Source: an optimization exercise on an open RTL-to-GDS flow (aim: small area, a short achievable clock period and few clock cycles per item). Production flows keep margins and buffers that such runs may drop. The RTL was checked by simulation tests, not by an equivalence proof against the original design. No activity file was given, so power comes from the tool's default toggle rates.

==> flow/design.v (outline; a module is shown in full before it is edited, if it fits) <==
// module dot: 1268 lines
// module dot_fa: 4 lines
module dot(input logic clk, input logic rst_n,
          output logic slave_waitrequest,
          input logic [3:0] slave_address,
          input logic slave_read, output logic [31:0] slave_readdata,
          input logic slave_write, input logic [31:0] slave_writedata,
          input logic master_waitrequest,
          output logic [31:0] master_address,
          output logic master_read, input logic [31:0] master_readdata, input logic master_readdatavalid,
          output logic master_write, output logic [31:0] master_writedata);
  // ...
==> flow/run.sh <==
#!/bin/bash
# synth_recipe.tcl (not shown) runs the flow's synth.tcl, then flattens the netlist and writes it again
# the make line also repeats each setting of config.mk as NAME=value (left out here)
make -C /OpenROAD-flow-scripts/flow DESIGN_CONFIG=/design/flow/config.mk WORK_HOME=/design/flow/orfs CLKGATE_MAP_FILE= SYNTH_SCRIPT=/design/flow/synth_recipe.tcl finish
==> flow/config.mk <==
export PLATFORM = sky130hd
export DESIGN_NAME = dot
export DESIGN_NICKNAME = dot
export VERILOG_FILES = /design/flow/design.v
export SDC_FILE = /design/flow/constraint.sdc
export NUM_CORES = 4
export LEC_CHECK = 0
export CAP_MARGIN = 50
export CORE_MARGIN = 2
export CORE_UTILIZATION = 40
export PLACE_DENSITY = 0.6
export SLEW_MARGIN = 75
export SYNTH_HIERARCHICAL = 1
export SYNTH_MINIMUM_KEEP_SIZE = 0
==> flow/constraint.sdc <==
create_clock -name core_clock -period 11.0 [get_ports {clk}]
set_input_delay 2.2000 -clock core_clock [delete_from_list [all_inputs] [get_ports {clk}]]
set_output_delay 2.2000 -clock core_clock [all_outputs]
set_load 0.01 [all_outputs]
==> results.toml, run 1 <==
[worst_setup_path]
worstRegToRegCells = 13
rr_endpoint = "ac_x_n[3]"
cp-end-kind = "flip-flop"

[timing]
whs_ns = 0.449

[run]
maxCapViolCount = 0

[final_layout]
n_fill_cell = 5979
mostFrequentLayoutCell = "fa_1"
syn_to_final_growth_pct = 17.7

[pwr]
swShare_pct = 45.6
powerClk_w = 0.00134
p_leak_nw = 10.7
comb_power_share_pct = 64.6
pwr-share-seq_pct = 20.4

[synth]
synth.avg_cell_area_um2 = 9.89
synth_xor_area_share_pct = 11.4
synth_edf_count = 64

[floorplanning]
nWellTaps = 864
core_um2 = 65500

[status]
outcome = "complete, no violations"

[grt]
grt_max_degree = 54

[route]
wirelength_um = 94200
drt_iter0_markers = 2534

[clock_tree]
hold_buffers = 0
cts_tree = "yes"

[placement]
io_buffer_count = 139
Testbench counts, summed over its fixed seeds: cycles 91,785, items 45,420.
==> inputs of run 2 (changes only) <==
--- a/flow/config.mk
+++ b/flow/config.mk
@@ -5,10 +5,10 @@
 export SDC_FILE = /design/flow/constraint.sdc
 export NUM_CORES = 4
 export LEC_CHECK = 0
-export CAP_MARGIN = 50
+export CAP_MARGIN = 20
 export CORE_MARGIN = 2
 export CORE_UTILIZATION = 40
 export PLACE_DENSITY = 0.6
-export SLEW_MARGIN = 75
+export SLEW_MARGIN = 20
 export SYNTH_HIERARCHICAL = 1
 export SYNTH_MINIMUM_KEEP_SIZE = 0
==> run 2 against run 1 <==
  * Via count down 1.9%
  * Critical path depth fell by 5
  * Combinational power is 2% lower
  * Sequential cell count stayed put
  * Critical path type is now in -> reg
  * Hold slack improved by 0.00098 ns
  * Highest routed layer is now met5
==> results.toml, run 2 <==
[status]
outcome = "complete, no violations"

[pwr]
pwr-share-seq_pct = 20.8
comb_power_share_pct = 63.9
swShare_pct = 45.7
powerDensity_nw_per_um2 = 297
p_int_w = 0.00479
clock_power_share_pct = 15.3
power_w = 0.00882
vdd_ir_drop_max_v = 0.000236
p_leak_nw = 9.99
switchingPower_w = 0.00403

[final_layout]
n_antenna_cell = 0
fin_nets = 3164
syn_to_final_growth_pct = 12.7
drive_gt1_share_pct = 6.67
layout_common_cells = "354 x fa_1, 325 x xnor2_1, 269 x nand2_1"
mostFrequentLayoutCell = "fa_1"
fin_util_pct = 45.4
layout.cells.non_filler = 3593

[worst_setup_path]
path_max_fanout = 64
startpoint_type = "input port"
crit_type = "in -> reg"
arrival_ns = 5.05
r2r_setup_slack_ns = 6.58
critPathRequiredTime_ns = 11.47
rr_endpoint = "ac_m_n[0]"
cp-end-kind = "flip-flop"
worstRegToRegCells = 9
r2r_start = "wr[19]"

[floorplanning]
core_um2 = 65500
io_pins = 173
dieArea_um2 = 68000
floorplan.initialDensity_pct = 40.3
die_h_um = 261
placementRows = 94
die_w_um = 261

[synth]
ys_ff_latch = 326
synth_top_family_by_area = "adder cells"
synth_edf_count = 64
synth_adder_area_share_pct = 28.6
synth.avg_cell_area_um2 = 9.89
synth-compound-area-share_pct = 14.6
ys_seq_area_share_pct = 27.2
syn-cell-area_um2 = 26400
synthCells = 2669
yosys_warnings = 7
synth_flop_cell = "dfxtp_1"
netlist.top_cell.by_area = "fa_1"
synth.most_common_cell = "fa_1"
ys_types = 77
synthMuxAreaShare_pct = 1.75
async_reset_ff_share_pct = 0
synthSimpleGateAreaFrac_pct = 11.3
synth.top_cells.by_count = "354 x fa_1, 325 x xnor2_1, 270 x nand2_1"
synth_xor_area_share_pct = 11.4
synth.area.top_cells = "fa_1 27%, dfxtp_1 20%, xnor2_1 11%"
synth_top_area_share_pct = 26.9

[min_path]
hold_end = "wbase[15]"
hp-start = "wbase[15]"
hold_depth = 2
hold_path.class = "reg -> reg"

[timing]
drv_slew = 0
max_slew.worst_pin.slew_ns = 1.35
max_slew_margin_pct = 9.70
whs_ns = 0.450
hold_viol = 0
finalCriticalPeriod_ns = 4.58
skew_ns = 0.0373
timing.final.crit_share_pct = 41.7
rsz0062_at_grt = "false"
setup_viol = 0
tns_ns = 0
clock.fmax_mhz = 218

[run]
maxCapViolCount = 0

[clock_tree]
cts.clk_slew.worst_paths_ns = 0.06
root_buffer = "clkbuf_16"
cts_tree = "yes"
hold_buffers = 0
htree_levels = 2
post_cts_buffers = 0
cts.path.max_buffers = 3
worstSkewPairLatency_ns = 0.59
cts_buffers = 40
clock_sinks = 326
cts_resized = 0

[grt]
antenna_found_initial = 1
overflow = 0
grtUsageTotal_pct = 27.2
grt_pass1_vias = 22089
grt_pass1_wl_um = 138000
grt_max_degree = 67

[placement]
dp_hpwl_um = 63600
place.gp.congestion = 0.966
dp.cells = 3522
io_buffer_count = 139

[route]
wl_per_cell_um = 25.9
drt_iter0_markers = 2440
wirelength_um = 93000
drc_errors = 0
detail-route-antenna-nets = 0
viasPerCell = 5.92
vias = 21282
drtPass1Iterations = 8
run 2: cell counts after synthesis:
Identical to the previous run, type by type.
run 2: routing by layer:
layer  GRT usage [%]  wire [µm]  vias up
li1                -          -     9028
met1            34.8      35900    10671
met2            42.8      42300     1297
met3            7.03       9750      284
met4            13.5       5050        2
met5               0         10        -
run 2: final cells by class:
class	instances	area, µm²
fill	6155	35800
multi-input combinational	2084	18100
sequential	326	7190
timing repair buffer	188	1760
clock buffer	52	1110
tap	864	1080
clock inverter	19	240
inverter	60	226
run 2: per-stage QoR:
stage               worst slack (ns)  cell area, µm²
global placement                5.91           28400
CTS                             6.42           29700
global route                    6.15           29700
finish                          6.42           29700
detailed placement              5.81           28400
floorplan                       6.74           26700
run 2: cells by family (layout without fill, tap and decap cells):
group	after synthesis	in the layout
AND/OR/NAND/NOR	652	652
AO/OA/AOI/OAI	583	583
adder cells (fa/ha/maj)	390	390
XOR/XNOR	342	342
buffers and inverters	330	319
flip-flops	326	326
multiplexers	44	44
other	2	73
run 2: critical path, cell delays in order:
cell,delay [ns]
clkdlybuf4s50_1,0.46
buf_4,0.35
clkinv_2,0.65
buf_4,0.56
nor2_1,0.46
a21o_1,0.18
nand2_1,0.06
o31ai_1,0.07
run 2: worst max path at each step:
stage                                    start       to  depth (start not counted)
after CTS                                rst_n   nic[4]                          8
after global routing                     rst_n  nic[14]                          7
after global placement                   rst_n   nic[4]                          8
final                                    rst_n   nic[4]                          8
after floorplan           master_readdatavalid  btwo[7]                          6
after detailed placement                 rst_n  nic[14]                          7
run 2: power by group through the flow:
stage                     clock, W  combinational, W  sequential [W]
after global placement           0           0.00547         0.00185
final                      0.00135           0.00564         0.00183
after floorplan                  0           0.00356         0.00165
after detailed placement         0           0.00554         0.00185
after CTS                  0.00137           0.00557         0.00182
after global routing       0.00142           0.00610         0.00184
run 2: Yosys stat by module, one instance, submodules excluded:
module | cells | cell area (µm²)
dot | 2317 | 19300
dot_fa | 1 | 20.0
==> inputs of run 3 (changes only) <==
--- a/flow/config.mk
+++ b/flow/config.mk
@@ -7,8 +7,8 @@
 export LEC_CHECK = 0
 export CAP_MARGIN = 20
 export CORE_MARGIN = 2
-export CORE_UTILIZATION = 40
-export PLACE_DENSITY = 0.6
+export CORE_UTILIZATION = 65
+export PLACE_DENSITY = 0.8
 export SLEW_MARGIN = 20
 export SYNTH_HIERARCHICAL = 1
 export SYNTH_MINIMUM_KEEP_SIZE = 0
==> run 3 against run 2 <==
  * Still clean
  * Clock-buffer cell count decreased by 1
  * Via count increased by 2.4%
  * Critical path depth increased by 1
  * Non-clock buffer count decreased by 7
  * Sequential power about the same
  * Clock power decreased by 15%
  * Fmax decreased by 19%
  * Final cell count decreased by 9.9%
  * Design area decreased by 2.4%
  * Hold slack got worse by 0.00095 ns
  * Core utilization increased by 27 points
  * Largest cell class unchanged
==> results.toml, run 3 <==
[route]
vias = 21787
viasPerCell = 6.73
drtPass1Iterations = 6
wirelength_um = 87900
drc_errors = 0
drt_iter0_markers = 2882
wl_per_cell_um = 27.2
detail-route-antenna-nets = 0

[clock_tree]
htree_levels = 2
root_buffer = "clkbuf_16"
post_cts_buffers = 0
cts.clk_slew.worst_paths_ns = 0.06
worstSkewPairLatency_ns = 0.56
cts.path.max_buffers = 3
cts_resized = 0
cts_tree = "yes"
hold_buffers = 0
cts_buffers = 36
clock_sinks = 326

[timing]
clock.fmax_mhz = 177
skew_ns = 0.0357
timing.final.crit_share_pct = 51.5
setup_viol = 0
hold_viol = 0
max_slew_margin_pct = 22.8
rsz0062_at_grt = "false"
finalCriticalPeriod_ns = 5.66
whs_ns = 0.449
tns_ns = 0
drv_slew = 0
setup_ws_ns = 5.34
max_slew.worst_pin.slew_ns = 1.16

[floorplanning]
die_w_um = 205
die_h_um = 205
dieArea_um2 = 42200
core_um2 = 39900
floorplan.initialDensity_pct = 66.1
placementRows = 73
io_pins = 173

[synth]
synth.area.top_cells = "fa_1 27%, dfxtp_1 20%, xnor2_1 11%"
ys_types = 77
ys_seq_area_share_pct = 27.2
async_reset_ff_share_pct = 0
yosys_warnings = 7
ys_ff_latch = 326
netlist.top_cell.by_area = "fa_1"
synth.avg_cell_area_um2 = 9.89
synthCells = 2669
synth_edf_count = 64
synth.most_common_cell = "fa_1"
synth_top_area_share_pct = 26.9
synth_flop_cell = "dfxtp_1"
syn-cell-area_um2 = 26400
synth.top_cells.by_count = "354 x fa_1, 325 x xnor2_1, 270 x nand2_1"

[placement]
place_area_um2 = 27900
place.gp.congestion = 0.994
dp.cells = 3176
dp_hpwl_um = 61300
io_buffer_count = 139
place_ws_ns = 4.88

[worst_setup_path]
startpoint_type = "input port"
critPathLaunch = "master_readdatavalid"
arrival_ns = 6.09
critPathRequiredTime_ns = 11.43
cp-end-kind = "flip-flop"
crit_type = "in -> reg"
path_max_fanout = 66
r2r_start = "bone[1]"

[min_path]
hold_path.class = "reg -> reg"
hp-start = "xbase[21]"

[pwr]
vdd_ir_drop_max_v = 0.000224
powerDensity_nw_per_um2 = 304
p_leak_nw = 9.83

[final_layout]
stdcell_area_um2 = 29000
n_fill_cell = 2935
seqCellArea_um2 = 7190
mostFrequentLayoutCell = "fa_1"
layout_common_cells = "354 x fa_1, 325 x xnor2_1, 269 x nand2_1"
drive_gt1_share_pct = 5.93
layout.cells.non_filler = 3238
fin_nets = 3153
n_antenna_cell = 0
multi_input_area_um2 = 18100
syn_to_final_growth_pct = 9.95

[grt]
overflow = 0
grt_pass1_vias = 21781
grt_max_degree = 67
grt_pass1_wl_um = 131000
grtUsageTotal_pct = 42.0
antenna_found_initial = 1

[status]
outcome = "complete, no violations"

[run]
maxCapViolCount = 0
-- run 3: cell type report --
type | instances | share of cell area [%]
multi-input cells | 2084 | 62.5
flip-flops and latches | 326 | 24.8
repair buffers | 181 | 5.88
clock buffers | 51 | 3.45
well taps | 525 | 2.26
inverters | 60 | 0.781
clock inverters | 11 | 0.332
-- run 3: through the flow --
stage / utilization, % / total power (W)
finish: 72.7 / 0.00881
global placement: 69.9 / 0.00733
detailed placement: 69.9 / 0.00746
global route: 72.7 / 0.00920
floorplan: - / 0.00521
CTS: 72.7 / 0.00862
-- run 3: path summary, 6_finish.rpt --
check                                 end  slack (ns)  depth (start not counted)
worst max-delay path            as_m_n[8]        5.34                          9
worst min-delay path            xbase[21]        0.45                          2
worst max register to register  ac_m_n[3]        6.27                          9
worst min register to register  xbase[21]        0.45                          2
-- run 3: kinds of logic after synthesis --
kind of cell | Yosys count | synth area share, %
compound gates | 583 | 14.6
xor+xnor | 342 | 11.4
fa+ha+maj | 390 | 28.6
buf+inv | 330 | 5.25
flops | 326 | 27.2
mux | 44 | 1.75
other cells | 2 | 0.0285
simple gates | 652 | 11.3
-- run 3: routing by layer --
layer	vias to the layer above	share of wire [%]	track usage, %	routed length [µm]
met5	-	0.016	0.238	14
met4	2	5.2	18.7	4550
met3	333	15	14.2	13000
met2	1797	44	62.2	38500
met1	10652	36	56.2	31800
li1	9003	-	-	-
-- run 3: Yosys stat by module, one instance, submodules excluded --
module | area [µm²] | flops+latches | copies in the design
dot | 19300 | 326 | 1
dot_fa | 20.0 | 0 | 352
-- run 3: report_power, final --
group	switching [W]	total, W	leakage (nW)	internal (W)
Clock	0.000489	0.00115	0.539	0.000661
Combinational	0.00325	0.00580	6.54	0.00255
Sequential	0.000356	0.00186	2.76	0.00150
-- run 3: critical path, stage by stage --
cell and delay, ns:
clkdlybuf4s50_1 0.50, nand2_2 0.86, inv_2 0.71, nor2_4 0.22
buf_4 0.59, nand2_1 0.40, buf_4 0.36, nor2_1 0.15
nor2_1 0.06
==> inputs of run 4 (changes only) <==
==> flow/flow/run.sh (new file) <==
#!/bin/bash
export SETUP_SLACK_MARGIN=7
bash standard.sh > standard.log 2>&1
==> flow/standard.sh (new file) <==
#!/bin/bash
# synth_recipe.tcl (not shown) runs the flow's synth.tcl, then flattens the netlist and writes it again
# the make line also repeats each setting of config.mk as NAME=value (left out here)
make -C /OpenROAD-flow-scripts/flow DESIGN_CONFIG=/design/flow/config.mk WORK_HOME=/design/flow/orfs CLKGATE_MAP_FILE= SYNTH_SCRIPT=/design/flow/synth_recipe.tcl "${@:-finish}"
==> flow/config.mk (replaced) <==
export PLATFORM = sky130hd
export DESIGN_NAME = dot
export DESIGN_NICKNAME = dot
export VERILOG_FILES = /design/flow/design.v
export SDC_FILE = /design/flow/constraint.sdc
export NUM_CORES = 4
export LEC_CHECK = 0
export CAP_MARGIN = 50
export CORE_MARGIN = 2
export CORE_UTILIZATION = 40
export PLACE_DENSITY = 0.6
export SLEW_MARGIN = 75
export SYNTH_HIERARCHICAL = 1
export SYNTH_MINIMUM_KEEP_SIZE = 0
removed: flow/run.sh
==> run 4 against run 3 <==
  * Still clean
  * Clock-buffer cell count unchanged
  * Critical path depth increased by 3
  * Non-clock buffer count increased by 146
  * Routed wire length increased by 7.3%
  * Combinational power increased by 5.9%
  * Clock skew decreased by 0.012 ns
  * Area after synthesis unchanged
  * Largest power group unchanged
==> results.toml, run 4 <==
[worst_setup_path]
cp_slowest_stage_delay_ns = 0.58
critical_path.slowest_cell = "fa_2"
critPathRequiredTime_ns = 11.47
path_cells = "buf_6 -> buf_4 -> buf_4 -> a22oi_2 -> xnor2_2 -> fa_2 -> fa_2 -> fa_2 -> fa_2 -> fa_2 -> o22ai_2 -> nor2_1"
startpoint_type = "flip-flop"
arrival_ns = 4.49
crit_path_frequent_cell = "fa_2"
worst-path-buf-inv = 3
crit_type = "reg -> reg"
path_max_fanout = 6
cp-end-kind = "flip-flop"
path_delay_family = "adder cells"

[floorplanning]
die_w_um = 261
die_h_um = 261
io_pins = 173
dieArea_um2 = 68000
core_um2 = 65500
floorplan.initialDensity_pct = 40.3
placementRows = 94

[timing]
rsz0062_at_grt = "true"
finalCriticalPeriod_ns = 4.01
drv_slew = 0
timing.final.crit_share_pct = 36.5
skew_ns = 0.0237
whs_ns = 0.452
hold_viol = 0
clock.fmax_mhz = 249
tns_ns = 0
setup_viol = 0

[clock_tree]
worstSkewPairLatency_ns = 0.57
root_buffer = "clkbuf_16"
clock_sinks = 326
htree_levels = 2
cts_tree = "yes"
cts.path.max_buffers = 3
cts_buffers = 37
cts.clk_slew.worst_paths_ns = 0.07

[status]
outcome = "complete, no violations"

[grt]
overflow = 0
grt_pass1_wl_um = 140000
antenna_found_initial = 1
grt_pass1_vias = 22022
grtUsageTotal_pct = 27.6
grt_max_degree = 52

[synth]
async_reset_ff_share_pct = 0
ys_ff_latch = 326
synth.most_common_cell = "fa_1"
synth.top_cells.by_count = "354 x fa_1, 325 x xnor2_1, 270 x nand2_1"
ys_seq_area_share_pct = 27.2
synthCells = 2669
synth_edf_count = 64
netlist.top_cell.by_area = "fa_1"
ys_types = 77
synth_top_area_share_pct = 26.9
synth.area.top_cells = "fa_1 27%, dfxtp_1 20%, xnor2_1 11%"
syn-cell-area_um2 = 26400
synth_flop_cell = "dfxtp_1"
synth.avg_cell_area_um2 = 9.89
yosys_warnings = 7

[route]
drt_iter0_markers = 2382
wl_per_cell_um = 25.3
vias = 21630
detail-route-antenna-nets = 0
viasPerCell = 5.80
wirelength_um = 94400
drtPass1Iterations = 7
drc_errors = 0

[pwr]
power_w = 0.00918
p_leak_nw = 11.0
vdd_ir_drop_max_v = 0.000217
powerDensity_nw_per_um2 = 288

[final_layout]
syn_to_final_growth_pct = 21.0
layout_common_cells = "300 x fa_1, 297 x xnor2_1, 267 x nand2_1"
fin_nets = 3300
n_fill_cell = 5956
layout.cells.non_filler = 3729
drive_gt1_share_pct = 16.7
mostFrequentLayoutCell = "fa_1"

[placement]
io_buffer_count = 139
dp.cells = 3629
dp_hpwl_um = 71100
place.gp.congestion = 0.968

[min_path]
hold_path.class = "reg -> reg"

[run]
maxCapViolCount = 0
[run 4: what timing repair did]
item / in CTS / in global routing
setup endpoints to repair: 38 / 58
pin swaps: 38 / 73
hold buffers: 0 / 0
resized for setup: 66 / 141
setup buffers: 11 / 18
[run 4: worst paths after layout]
path                        to  slack, ns  cells past startpoint         startpoint
max reg2reg          ac_m_n[1]       6.99                     12             wr[27]
max                  ac_m_n[1]       6.99                     12             wr[27]
min          master_address[7]       0.45                      2  master_address[7]
min reg2reg  master_address[7]       0.45                      2  master_address[7]
[run 4: cell families after synthesis]
group / count (synthesis) / share of synthesized area, %
other: 2 / 0.0285
adder cells (fa/ha/maj): 390 / 28.6
flip-flops: 326 / 27.2
buffers and inverters: 330 / 5.25
multiplexers: 44 / 1.75
XOR/XNOR: 342 / 11.4
AO/OA/AOI/OAI: 583 / 14.6
AND/OR/NAND/NOR: 652 / 11.3
[run 4: modules after synthesis (local to each module, per instance)]
| module | area (µm²) | flip-flops and latches | times used | cells |
|---|---|---|---|---|
| dot_fa | 20.0 | 0 | 352 | 1 |
| dot | 19300 | 326 | 1 | 2317 |
[run 4: worst reg2reg max path, stage by stage (launching register included)]
cell and delay, ns:
edfxtp_1 0.43, buf_6 0.16, buf_4 0.16, buf_4 0.17, a22oi_2 0.16, xnor2_2 0.10, fa_2 0.55, fa_2 0.44
fa_2 0.40, fa_2 0.58, fa_2 0.51, o22ai_2 0.19, nor2_1 0.06
[run 4: through the flow]
stage | cell area (µm²) | util (%) | worst slack, ns
floorplan | 26700 | - | 7.07
finish | 31900 | 48.7 | 6.99
global route | 31900 | 48.7 | 6.90
detailed placement | 29700 | 45.3 | 6.46
CTS | 31200 | 47.6 | 6.95
global placement | 28300 | 43.3 | 5.91
[run 4: power breakdown]
part / total [W] / switching, W / internal [W]
Combinational: 0.00614 / 0.00339 / 0.00276
Sequential: 0.00183 / 0.000325 / 0.00151
Clock: 0.00121 / 0.000529 / 0.000677
Total: 0.00918 / 0.00424 / 0.00494
[run 4: cell type report]
type                    count  area, µm²  share of cell area, %
diodes                      1       2.50                0.00784
clock buffers              51       1010                   3.16
clock inverters            16        151                  0.474
inverters                  60        245                  0.768
multi-input cells        2084      18800                   59.0
flip-flops and latches    326       7240                   22.7
well taps                 864       1080                   3.39
repair buffers            327       3350                   10.5
[run 4: metal layers]
metal	track usage, %	wire [µm]	vias up
li1	-	-	9316
met3	6.86	9270	276
met2	43.6	43700	1259
met4	13.7	5180	0
met1	35.2	36300	10779
met5	0	0	-
==> inputs of run 5 (changes only) <==
==> flow/flow/run.sh (replaced) <==
#!/bin/bash
export SETUP_SLACK_MARGIN=8
bash standard.sh > standard.log 2>&1
==> run 5 against run 4 <==
  * Still clean on timing, DRC and antenna
  * Final cell count is 5.8% higher
  * Clock skew rose by 0.027 ns
  * Highest routed layer is now met5
  * Sequential cell count is the same
  * Total power is 13% higher
  * Largest power group unchanged
  * Critical endpoint is now ac_m_n[3]
==> results.toml, run 5 <==
[status]
outcome = "complete, no violations"

[floorplanning]
placementRows = 94
dieArea_um2 = 68000
die_w_um = 261
io_pins = 173
core_um2 = 65500
die_h_um = 261
floorplan.initialDensity_pct = 40.3

[route]
drt_iter0_markers = 2430
vias = 23442
detail-route-antenna-nets = 0
drtPass1Iterations = 6
viasPerCell = 5.94
wirelength_um = 107000
drc_errors = 0
wl_per_cell_um = 27.1

[timing]
max_slew_margin_pct = 61.6
finalCriticalPeriod_ns = 4.03
setup_ws_ns = 6.97
setup_viol = 0
skew_ns = 0.0503
max_slew.worst_pin.slew_ns = 0.575
tns_ns = 0
rsz0062_at_grt = "true"
timing.final.crit_share_pct = 36.6
drv_slew = 0
clock.fmax_mhz = 248
hold_viol = 0

[synth]
syn-cell-area_um2 = 26400
synth.most_common_cell = "fa_1"
ys_types = 77
async_reset_ff_share_pct = 0
synth.top_cells.by_count = "354 x fa_1, 325 x xnor2_1, 270 x nand2_1"
netlist.top_cell.by_area = "fa_1"
synthCells = 2669
synth.avg_cell_area_um2 = 9.89
ys_seq_area_share_pct = 27.2
synth.area.top_cells = "fa_1 27%, dfxtp_1 20%, xnor2_1 11%"
synth_flop_cell = "dfxtp_1"
synth_edf_count = 64
ys_ff_latch = 326
synth_top_area_share_pct = 26.9
yosys_warnings = 7

[clock_tree]
cts_tree = "yes"
cts_buffers = 40
cts.clk_slew.worst_paths_ns = 0.06
htree_levels = 2
clock_sinks = 326
worstSkewPairLatency_ns = 0.62
root_buffer = "clkbuf_16"
cts.path.max_buffers = 3
hold_buffers = 0

[worst_setup_path]
worst-path-buf-inv = 4
startpoint_type = "flip-flop"
critical_path.slowest_cell = "fa_2"
arrival_ns = 4.49
cp_slowest_stage_delay_ns = 0.55
r2r_setup_slack_ns = 6.97
path_delay_family = "adder cells"
crit_path_frequent_cell = "fa_2"
cp-end-kind = "flip-flop"
path_cells = "buf_6 -> buf_6 -> buf_6 -> buf_6 -> a22oi_2 -> xnor2_1 -> fa_2 -> fa_2 -> fa_2 -> fa_2 -> fa_2 -> o22ai_1 -> nor2_1"
path_max_fanout = 4
r2r_start = "wr[26]"
critPathRequiredTime_ns = 11.46
crit_type = "reg -> reg"
worstRegToRegCells = 13
rr_endpoint = "ac_m_n[3]"

[final_layout]
fin_nets = 3512
syn_to_final_growth_pct = 39.4
drive_gt1_share_pct = 39.7
seqCellArea_um2 = 7510
layout_common_cells = "296 x xnor2_1, 205 x fa_1, 186 x buf_4"
stdcell_area_um2 = 36800
multi_input_area_um2 = 20600
n_fill_cell = 5399
mostFrequentLayoutCell = "xnor2_1"

[run]
maxCapViolCount = 0

[grt]
overflow = 0
grtUsageTotal_pct = 30.0
top_usage_layer = "met2"
grt_pass1_vias = 23720
grt_max_degree = 50
antenna_found_initial = 2
grt_pass1_wl_um = 151000
grtUsageMet2_pct = 46.9
grtUsageMet1_pct = 38.6
grtUsageMet3_pct = 7.53

[placement]
place_area_um2 = 30300
io_buffer_count = 139
place.gp.congestion = 0.944
place_ws_ns = 6.45
dp_hpwl_um = 71700

[min_path]
hold_end = "wbase[29]"
hold_path.class = "reg -> reg"
hp-start = "wbase[29]"
hold_depth = 2

[pwr]
p_leak_nw = 12.8
vdd_ir_drop_max_v = 0.000240
powerDensity_nw_per_um2 = 283
[run 5: cell families (layout without fill, tap and decap cells)]
group	count (synthesis)	count (layout)	share of synthesized area (%)
other	2	74	0.0285
flip-flops	326	326	27.2
XOR/XNOR	342	342	11.4
AND/OR/NAND/NOR	652	655	11.3
multiplexers	44	44	1.75
AO/OA/AOI/OAI	583	583	14.6
adder cells (fa/ha/maj)	390	390	28.6
buffers and inverters	330	667	5.25
[run 5: power breakdown]
group / leakage [nW] / internal [W] / switching, W / total (W)
combinational: 9.35 / 0.00331 / 0.00391 / 0.00721
clock: 0.669 / 0.000800 / 0.000600 / 0.00140
sequential: 2.80 / 0.00157 / 0.000230 / 0.00180
[run 5: per-stage QoR]
step | hold slack [ns] | instances | total power (W) | util [%]
floorplan | 0.384 | 2740 | 0.00538 | -
global placement | 0.439 | 3513 | 0.00779 | 44.2
detailed placement | 0.445 | 3639 | 0.00791 | 46.2
CTS | 0.453 | 3874 | 0.00996 | 53.1
global route | 0.484 | 3944 | 0.0109 | 56.1
finish | 0.456 | 3945 | 0.0104 | 56.1
[run 5: worst max-delay path by stage]
stage,startpoint,end,slack [ns],cells past startpoint
5_1_grt,wr[26],ac_m_n[3],6.92,13
4_1_cts,wr[26],ac_x_n[11],6.96,12
3_3_place_gp,master_readdatavalid,as_m_n[0],5.58,9
2_1_floorplan,wr[24],ac_m_n[1],7.41,11
3_5_place_dp,rst_n,master_address[9],6.45,8
6_report,wr[26],ac_m_n[3],6.97,13
[run 5: what timing repair did]
| item | 4_1_cts | 5_1_grt |
|---|---|---|
| pin swaps | 146 | 175 |
| endpoints found under the setup margin | 298 | 264 |
| setup buffers | 148 | 55 |
| cloned | 13 | 14 |
| resized for setup | 846 | 312 |
[run 5: layout make-up]
type / instances / share of cell area [%]
timing repair buffer: 530 / 15.8
inverter: 60 / 0.793
timing repair inverter: 3 / 0.119
antenna: 1 / 0.00681
sequential: 326 / 20.4
clock inverter: 23 / 0.769
multi-input combinational: 2087 / 56.1
clock buffer: 51 / 3.03
tap: 864 / 2.94
[run 5: Yosys stat by module, one instance, submodules excluded]
module,times used,cells inside
dot_fa,352,1
dot,1,2317
[run 5: per-layer routing]
metal | vias to the layer above | routed length (µm)
met5 | - | 13
met4 | 2 | 6540
met3 | 368 | 10700
met2 | 1442 | 48400
met1 | 11864 | 41300
li1 | 9766 | -
[run 5: worst min-delay path, delay by kind of cell, from the launching register on]
family           cells  cell delay [ns]
flip-flops           1             0.31
AO/OA/AOI/OAI        1             0.05
AND/OR/NAND/NOR      1             0.05

-- port drivers added, routing unchanged --
The flow's constraints put no driver on any port. The routed layouts listed below were extracted and timed again, unchanged, in two steps.
Step 1, drivers: a clkbuf_16 drives clk and a buf_2 each remaining input, both assumed.
Step 2, shift: input delay + t, output delay - t, t = (earliest + latest rising clock arrival at the registers) / 2. This alone moves slack from input paths to output paths.
a / b / c = ideal / step 1 / step 2; a / b = the first two.
run	t (ns)	setup slack, ns	worst setup path after step 2
run 1	0.625	6.697 / 6.697 / 6.399	input to register
run 2	0.637	6.417 / 6.456 / 5.818	input to register
run 3	0.597	5.336 / 5.372 / 4.774	input to register
run 4	0.623	6.985 / 6.949 / 6.540	input to register
run 5	0.665	6.972 / 6.972 / 6.972	register to register
After both steps setup and hold are still met in every run listed. For run 2, which loses most, drivers alone change the setup slack by +0.039 ns; drivers and shift together by -0.599 ns.
